Source: an optimization exercise on an open RTL-to-GDS flow (aim: a short achievable clock period and few clock cycles). Production flows keep margins and buffers that such runs may drop.
The RTL was checked by simulation tests, not by an equivalence proof against the original design.
No driver is modelled on the clock port, so clocking that relies on it looks cheaper here than on a real chip.
No activity file was given, so power comes from the tool's default toggle rates.

== rev 12 ==
Design microP, start of the top module:
module microP(
    input clk,
    input reset,
    output [7:0] imem_addr,
    input [16:0] imem_data,
    output [7:0] dmem_addr,
    output [7:0] dmem_wdata,
    output dmem_we,
    input [7:0] dmem_rdata,
    input [7:0] data_in,
    output out_we,
    output [7:0] data_out_col,
    output [7:0] data_out_addr
    );
Size: roughly 990 cells after synthesis, roughly 77 I/O pins.
export LEC_CHECK = 0
export CAP_MARGIN = 20
export CORE_MARGIN = 2
export CORE_UTILIZATION = 40
export PLACE_DENSITY = 0.6
export SETUP_SLACK_MARGIN = 3.0
export SLEW_MARGIN = 20
export SYNTH_HIERARCHICAL = 1
export SYNTH_MINIMUM_KEEP_SIZE = 0
export TNS_END_PERCENT = 100
create_clock -name core_clock -period 5.0 [get_ports {clk}]
standard.sh (not shown) runs the stock make flow with config.mk's settings and CLKGATE_MAP_FILE= SYNTH_SCRIPT=/design/flow/synth_recipe.tcl, a recipe that flattens the netlist after the stock synthesis.
==> flow/flow/run.sh <==
#!/bin/bash
# The standard layout (standard.sh), with three changes to how it is made:
# the resizer may swap a cell for one of another footprint, the port buffers
# are buf_4 cells (the standard flow's default is a delay buffer), and after
# clock tree synthesis's setup repair a second repair pass runs
# (flow/post_cts.tcl, through ORFS's POST_CTS_TCL hook).
set -euo pipefail
bash standard.sh MATCH_CELL_FOOTPRINT=0 "BUFFER_PORTS_ARGS=-buffer_cell sky130_fd_sc_hd__buf_4" \
    "POST_CTS_TCL=$(pwd)/flow/post_cts.tcl" finish > standard_flow.log 2>&1
==> flow/flow/post_cts.tcl <==
# A second setup repair after CTS's own (same margin), then legalize again.
estimate_parasitics -placement
repair_timing -setup -setup_margin $::env(SETUP_SLACK_MARGIN) -repair_tns 100 -verbose
detailed_placement
check_placement -verbose
estimate_parasitics -placement
Testbench counts of rev 12, summed over its fixed seeds: cycles 51,068.
### rev 12 -> rev 13
==> flow/flow/run.sh <==
#!/bin/bash
# The standard layout (standard.sh), with two changes to how it is made:
# the resizer may swap a cell for one of another footprint, and the port
# buffers are buf_4 cells (the standard flow's default is a delay buffer).
set -euo pipefail
bash standard.sh MATCH_CELL_FOOTPRINT=0 "BUFFER_PORTS_ARGS=-buffer_cell sky130_fd_sc_hd__buf_4" finish > standard_flow.log 2>&1
removed: flow/flow/post_cts.tcl
Findings:
- Rev 13: PASS, flow complete, no timing, DRC or antenna violations
- From rev 12 to rev 13 the numbers moved as follows: power lower, global-route wire length before repair lower, fmax lower, routed wire length higher.
- Sort rev 13 and rev 12 by time the final worst path needs with I/O delays and setup asc -> top: rev 12
- Clock slew seen by the registers of the worst setup and hold paths delta (rev 13 -> rev 12): insignificant
- | combined area of all synthesized cells | rev 13 vs rev 12 | ≈ equal |
- Summary — detailed-router iteration count before antenna repair, rev 13 relative to rev 12: higher, by 1.

========
## branch fjord
microP, a different RTL version from the one above (not shown whole).
For scale: roughly 77 I/O pins, roughly 11000 sq um of cells after synthesis.
==> flow/config.mk <==
export PLATFORM = sky130hd
export DESIGN_NAME = microP
export DESIGN_NICKNAME = microP
export VERILOG_FILES = /design/flow/design.v
export SDC_FILE = /design/flow/constraint.sdc
export NUM_CORES = 4
export LEC_CHECK = 0
export CAP_MARGIN = 20
export CORE_MARGIN = 2
export CORE_UTILIZATION = 40
export PLACE_DENSITY = 0.6
export SETUP_SLACK_MARGIN = 3.0
export SLEW_MARGIN = 20
export SYNTH_HIERARCHICAL = 1
export SYNTH_MINIMUM_KEEP_SIZE = 0
export TNS_END_PERCENT = 100
==> flow/constraint.sdc <==
create_clock -name core_clock -period 5.0 [get_ports {clk}]
set_input_delay 1.0000 -clock core_clock [delete_from_list [all_inputs] [get_ports {clk}]]
set_output_delay 1.0000 -clock core_clock [all_outputs]
set_load 0.01 [all_outputs]
==> flow/flow/run.sh <==
#!/bin/bash
# The standard layout (standard.sh), with three changes to how it is made:
# the resizer may swap a cell for one of another footprint, the port buffers
# are buf_4 cells (the standard flow's default is a delay buffer), and after
# clock tree synthesis's setup repair more repair passes run
# (flow/post_cts.tcl: two more passes, through ORFS's POST_CTS_TCL hook).
set -euo pipefail
bash standard.sh MATCH_CELL_FOOTPRINT=0 "BUFFER_PORTS_ARGS=-buffer_cell sky130_fd_sc_hd__buf_4" \
    "POST_CTS_TCL=$(pwd)/flow/post_cts.tcl" finish > standard_flow.log 2>&1
==> flow/flow/post_cts.tcl <==
# Two more setup repair passes after CTS's own (same margin), the second with
# the full move sequence, then legalize again.
estimate_parasitics -placement
repair_timing -setup -setup_margin $::env(SETUP_SLACK_MARGIN) -repair_tns 100 -verbose
detailed_placement
estimate_parasitics -placement
repair_timing -setup -setup_margin $::env(SETUP_SLACK_MARGIN) -repair_tns 100 \
    -sequence "unbuffer,sizeup,swap,buffer,clone,split" -verbose
detailed_placement
check_placement -verbose
estimate_parasitics -placement
No stage failed in branch fjord, and the final checks on the layout all came back clean.
Testbench counts of branch fjord, summed over its fixed seeds: cycles 51,068.
For branch tundra, these inputs were changed with respect to branch fjord:
==> flow/flow/run.sh <==
#!/bin/bash
# The standard layout (standard.sh), with two changes to how it is made:
# the resizer may swap a cell for one of another footprint, and the port
# buffers are buf_4 cells (the standard flow's default is a delay buffer).
set -euo pipefail
bash standard.sh MATCH_CELL_FOOTPRINT=0 "BUFFER_PORTS_ARGS=-buffer_cell sky130_fd_sc_hd__buf_4" finish > standard_flow.log 2>&1
removed: flow/flow/post_cts.tcl
## What came out
On final instance area, branch fjord and branch tundra are neck and neck. Met1 global-route usage: higher on branch fjord. branch tundra against branch fjord: share of final layout cell area taken by non-clock buffers dropped 0.21 points, setup slack of the worst register-to-register path shrank by 0.02 ns, critical path arrival +0.13 ns. Wire length: branch tundra vs branch fjord — no meaningful difference. branch tundra: no failed stages, no open violations at the end. Routed wirelength normalized by instance count was higher in the run labelled branch tundra. Run comparison: branch tundra cell with the biggest individual delay on the critical path sky130_fd_sc_hd__a222oi_1; branch fjord cell with the biggest individual delay on the critical path sky130_fd_sc_hd__dfxtp_4.

afterwards: timing with drivers on the ports:
How much do the figures lean on ideal ports? The routed layouts below were timed once more, with nothing changed but the port constraints. Step 1 assumes that a clkbuf_16 drives the clock port and a buf_2 every other input. Step 2, shift: input delay + t, output delay - t, t = (earliest + latest rising clock arrival at the registers) / 2. This alone moves slack from input paths to output paths. Slacks: ideal ports / drivers / drivers and shift; pairs: ideal ports / drivers.
run	shift t [ns]	setup slack, ns	clock arrival spread, ns	worst register clock-pin slew, ns	cell pins on the clock port's net
rev 12	0.481	2.953 / 2.953 / 2.535	0.013 / 0.013	0.08 / 0.08	1
rev 13	0.481	2.928 / 2.928 / 2.530	0.011 / 0.011	0.08 / 0.08	1
branch fjord	0.486	2.964 / 2.964 / 2.571	0.011 / 0.011	0.08 / 0.08	1
branch tundra	0.483	2.948 / 2.948 / 2.568	0.011 / 0.011	0.08 / 0.08	1
After both steps every run listed still meets setup and hold. For rev 12, which loses most, drivers alone change the setup slack by 0.000 ns; drivers and shift together by -0.418 ns.
